From an optimization exercise on the open Yosys and OpenROAD flow, aimed at small area, a short achievable clock period and few clock cycles; shortcuts taken in it are not production practice. RTL that was checked went through simulation tests only; none was proved equivalent to the original.

Setup of before:
==> flow/design.v (excerpt) <==
module cache(
    clk,
    proc_reset,
    proc_read,
    proc_write,
    proc_addr,
    proc_rdata,
    proc_wdata,
    proc_stall,
    mem_read,
    mem_write,
    mem_addr,
    mem_rdata,
    mem_wdata,
    mem_ready
);
    input          clk;
    input          proc_reset;
    input          proc_read, proc_write;
    input   [29:0] proc_addr;   
    input   [31:0] proc_wdata;
    output         proc_stall;
    output  [31:0] proc_rdata;
    input  [127:0] mem_rdata;
    input          mem_ready;
    output         mem_read, mem_write;
    output  [27:0] mem_addr;
    output [127:0] mem_wdata;
    reg [127:0] block0 [0:3];
    reg [127:0] block1 [0:3];
    reg [25:0]  tag0 [0:3];
    reg [25:0]  tag1 [0:3];
    reg [3:0]   valid0, valid1;
    reg [3:0]   dirty0, dirty1;
    reg [3:0]   mru;                
    reg s_wb, s_rd, s_done, s_fix;
    reg hit_r, way_r;               
    reg [31:0]  rdata_r;
    reg [27:0]  maddr_r;
    reg [127:0] mwdata_r;
    wire s_idle = ~(s_wb | s_rd | s_done | s_fix);
    wire [25:0] tag_t  = proc_addr[29:4];
    wire [1:0]  index  = proc_addr[3:2];
    wire [1:0]  offset = proc_addr[1:0];
    wire        req    = proc_read | proc_write;
    wire [3:0] eq0, eq1;
    genvar s;
    generate
        for (s = 0; s < 4; s = s + 1) begin : g_cmp
            assign eq0[s] = valid0[s] && (tag0[s] == tag_t);
            assign eq1[s] = valid1[s] && (tag1[s] == tag_t);
        end
    endgenerate
    wire hit0 = eq0[index];
    wire hit1 = eq1[index];
    wire hit  = hit0 | hit1;
    wire [127:0] blk0_i = block0[index];
    wire [127:0] blk1_i = block1[index];
    wire [3:0]  vdirty_s;
    wire [25:0] vtag_s [0:3];
    generate
        for (s = 0; s < 4; s = s + 1) begin : g_vic
            assign vdirty_s[s] = mru[s] ? (valid0[s] & dirty0[s]) : (valid1[s] & dirty1[s]);
            assign vtag_s[s]   = mru[s] ? tag0[s] : tag1[s];
        end
    endgenerate
    wire        victim    = ~mru[index];           
    wire        vic_dirty = vdirty_s[index];
    wire [25:0] vtag_i    = vtag_s[index];
    wire fill = s_rd & mem_ready;
    assign proc_stall = ~s_done;
  ...
Settings: LEC_CHECK=0, CAP_MARGIN=20, CORE_MARGIN=2, CORE_UTILIZATION=40, CTS_CLUSTER_DIAMETER=80, CTS_CLUSTER_SIZE=20, SETUP_SLACK_MARGIN=3.4, SLEW_MARGIN=20, SYNTH_HIERARCHICAL=1, SYNTH_MINIMUM_KEEP_SIZE=0; clock period 6.0 ns.
standard.sh (not shown) runs the stock make flow with config.mk's settings and CLKGATE_MAP_FILE= SYNTH_SCRIPT=/design/flow/synth_recipe.tcl, a recipe that flattens the netlist after the stock synthesis.
==> flow/flow/run.sh <==
#!/bin/bash
# The standard layout, with plain buf_2 cells as the port buffers instead of
# the delay cells buffer_ports picks by default, and with timing repair free
# to resize a cell to any drive strength (not only to the same footprint).
set -euo pipefail
export BUFFER_PORTS_ARGS="-buffer_cell sky130_fd_sc_hd__buf_2"
bash standard.sh MATCH_CELL_FOOTPRINT=0 finish > orfs_make.log 2>&1
The flow did not stop early for before: all stages ran, and the layout cleared the timing, DRC and antenna checks.
Testbench counts of before, summed over its fixed seeds: cycles 145,974.
The inputs of after differ from those of before as listed below.
==> flow/flow/run.sh <==
#!/bin/bash
# The standard layout, with plain buf_2 cells as the port buffers instead of
# the delay cells buffer_ports picks by default.
set -euo pipefail
export BUFFER_PORTS_ARGS="-buffer_cell sky130_fd_sc_hd__buf_2"
bash standard.sh finish > orfs_make.log 2>&1
==> comparison <==
Relative to before, smallest hold slack has decreased by 0.0085 ns in after.
Met1 wire length (lower): after
| detailed-route DRC error count | before vs after | ≈ equal |
Against before as the reference, after delivers a lower global-route usage.
On routed via count, before and after are neck and neck.
Setup slack: after less than before
Of before and after, the run reporting the lower number of antenna violations at the first check in global routing was before.
Final number of hold-violating endpoints came out exactly the same in before and after.
Row wire length of the first global-routing pass: after lower / before higher
Run comparison: before capture point of the worst path s_done; after capture point of the worst path rdata_r[1]
Of after and before, it is after that has the higher total power.
Compared with before, after shows a area added between synthesis and finish that is 0.39 points higher.

alpha:
The RTL this note starts from:
==> flow/design.v <==
module cache(
    clk,
    proc_reset,
    proc_read,
    proc_write,
    proc_addr,
    proc_rdata,
    proc_wdata,
    proc_stall,
    mem_read,
    mem_write,
    mem_addr,
    mem_rdata,
    mem_wdata,
    mem_ready
);
    input          clk;
    input          proc_reset;
    input          proc_read, proc_write;
    input   [29:0] proc_addr;   
    input   [31:0] proc_wdata;
    output         proc_stall;
    output  [31:0] proc_rdata;
    input  [127:0] mem_rdata;
    input          mem_ready;
    output         mem_read, mem_write;
    output  [27:0] mem_addr;
    output [127:0] mem_wdata;
    reg [127:0] block0 [0:3];
    reg [127:0] block1 [0:3];
    reg [25:0]  tag0 [0:3];
    reg [25:0]  tag1 [0:3];
    reg [3:0]   valid0, valid1;
    reg [3:0]   dirty0, dirty1;
    reg [3:0]   mru;                
    reg s_wb, s_rd, s_done;
    reg hit_r, way_r;               
    reg [31:0]  rdata_r;
    reg [27:0]  maddr_r;
    reg [127:0] mwdata_r;
    wire s_idle = ~(s_wb | s_rd | s_done);
    wire [25:0] tag_t  = proc_addr[29:4];
    wire [1:0]  index  = proc_addr[3:2];
    wire [1:0]  offset = proc_addr[1:0];
    wire        req    = proc_read | proc_write;
    wire [3:0] eq0, eq1;
    genvar s;
    generate
        for (s = 0; s < 4; s = s + 1) begin : g_cmp
            assign eq0[s] = valid0[s] && (tag0[s] == tag_t);
            assign eq1[s] = valid1[s] && (tag1[s] == tag_t);
        end
    endgenerate
    wire hit0 = eq0[index];
    wire hit1 = eq1[index];
    wire hit  = hit0 | hit1;
    wire [25:0]  tag0_i = tag0[index];
    wire [25:0]  tag1_i = tag1[index];
    wire [127:0] blk0_i = block0[index];
    wire [127:0] blk1_i = block1[index];
    wire victim    = ~mru[index];                  
    wire vic_dirty = victim ? (valid1[index] & dirty1[index])
                            : (valid0[index] & dirty0[index]);
    wire fill = s_rd & mem_ready;
    assign proc_stall = ~s_done;
    assign proc_rdata = rdata_r;
    assign mem_write  = s_wb;
    assign mem_read   = s_rd;
    assign mem_addr   = maddr_r;
    assign mem_wdata  = mwdata_r;
    wire look = s_idle & req;
    always @(posedge clk) begin
        if (proc_reset) begin
            s_wb   <= 1'b0;
            s_rd   <= 1'b0;
            s_done <= 1'b0;
        end else begin
            s_wb   <= s_wb ? ~mem_ready : (look & ~hit & vic_dirty);
            s_rd   <= s_rd ? ~mem_ready : ((look & ~hit & ~vic_dirty) | (s_wb & mem_ready));
            s_done <= (look & hit) | fill;
        end
    end
    always @(posedge clk) begin
        hit_r <= s_idle & hit;
        way_r <= hit1;
    end
    wire [31:0] rd0 = blk0_i[offset*32 +: 32];
    wire [31:0] rd1 = blk1_i[offset*32 +: 32];
    wire [31:0] rdm = mem_rdata[offset*32 +: 32];
    always @(posedge clk) begin
        rdata_r  <= s_rd ? rdm : (hit0 ? rd0 : rd1);
        maddr_r  <= ((s_idle & vic_dirty) | (s_wb & ~mem_ready))
                    ? {(victim ? tag1_i : tag0_i), index} : proc_addr[29:2];
        mwdata_r <= victim ? blk1_i : blk0_i;
    end
    wire wr_hit = s_done & hit_r & proc_write;
    integer i;
    always @(posedge clk) begin
        if (proc_reset) begin
            valid0 <= 4'd0;
            valid1 <= 4'd0;
            dirty0 <= 4'd0;
            dirty1 <= 4'd0;
            mru    <= 4'd0;
        end else begin
            for (i = 0; i < 4; i = i + 1) begin
                if (index == i) begin
                    if (s_done & hit_r) mru[i] <= way_r;
                    else if (fill) mru[i] <= victim;
                    if (fill) begin
                        if (victim) begin
                            valid1[i] <= 1'b1;
                            dirty1[i] <= proc_write;
                        end else begin
                            valid0[i] <= 1'b1;
                            dirty0[i] <= proc_write;
                        end
                    end else if (wr_hit) begin
                        if (~way_r) dirty0[i] <= 1'b1;
                        if ( way_r) dirty1[i] <= 1'b1;
                    end
                end
            end
        end
    end
    wire [127:0] wdata;
    genvar k;
    generate
        for (k = 0; k < 4; k = k + 1) begin : g_wd
            assign wdata[k*32 +: 32] = (s_rd && !(proc_write && offset == k))
                                       ? mem_rdata[k*32 +: 32] : proc_wdata;
        end
    endgenerate
    integer j, w;
    always @(posedge clk) begin
        for (j = 0; j < 4; j = j + 1) begin
            if (index == j) begin
                if (fill & ~victim) tag0[j] <= tag_t;
                if (fill &  victim) tag1[j] <= tag_t;
                for (w = 0; w < 4; w = w + 1) begin
                    if ((fill & ~victim) | (wr_hit & ~way_r & (offset == w)))
                        block0[j][w*32 +: 32] <= wdata[w*32 +: 32];
                    if ((fill &  victim) | (wr_hit &  way_r & (offset == w)))
                        block1[j][w*32 +: 32] <= wdata[w*32 +: 32];
                end
            end
        end
    end
endmodule
make LEC_CHECK=0 CAP_MARGIN=20 CORE_MARGIN=2 CORE_UTILIZATION=40 SETUP_SLACK_MARGIN=3.2 SLEW_MARGIN=20 finish   # period 6.0 ns
run.sh (not shown) runs the stock make flow with config.mk's settings and CLKGATE_MAP_FILE= SYNTH_SCRIPT=/design/flow/synth_recipe.tcl, a recipe that flattens the netlist after the stock synthesis.
Stock flow here: none of the scripts above is used.
alpha was carried through to the last stage, and its layout satisfied the timing, DRC and antenna checks.
--- input diff alpha..beta ---
- SETUP_SLACK_MARGIN now 3.6, was 3.2
[summary]
Comparing alpha and beta, global-route met1 utilization is higher on beta. [beta] final cell count rose 348 relative to alpha. Comparing number of antenna diodes for alpha and beta, the bigger number came from beta. Design area for beta: 12% up relative to alpha.
No functional check of the RTL was part of any run of this note.

-- static timing again, ports no longer ideal --
Ports are ideal in the flow. The routed layouts listed here were re-timed in OpenROAD.
Step 1: set_driving_cell puts a clkbuf_16 on clk and a buf_2 on each other input, an assumption about the parent block.
Step 2 moves the port delays by t, midway between the first and last clock arrival at a register: inputs arrive t later, outputs are due t later. That takes back most of the time a late clock gives input paths.
Three values: ideal, step 1, step 2; two values: the first two.
run | t, ns | setup WS [ns] | clock arrival spread, ns | pins driven straight from the clock port
before | 0.789 | 3.350 / 3.074 / 2.285 | 0.044 / 0.044 | 1
after | 0.780 | 3.344 / 3.123 / 2.344 | 0.051 / 0.051 | 1
alpha | 0.863 | 2.830 / 2.733 / 1.869 | 0.038 / 0.037 | 1
beta | 0.907 | 2.654 / 2.664 / 1.756 | 0.057 / 0.057 | 1
After both steps every run listed still meets setup and hold. For before, which loses most, drivers alone change the setup slack by -0.276 ns; drivers and shift together by -1.065 ns.
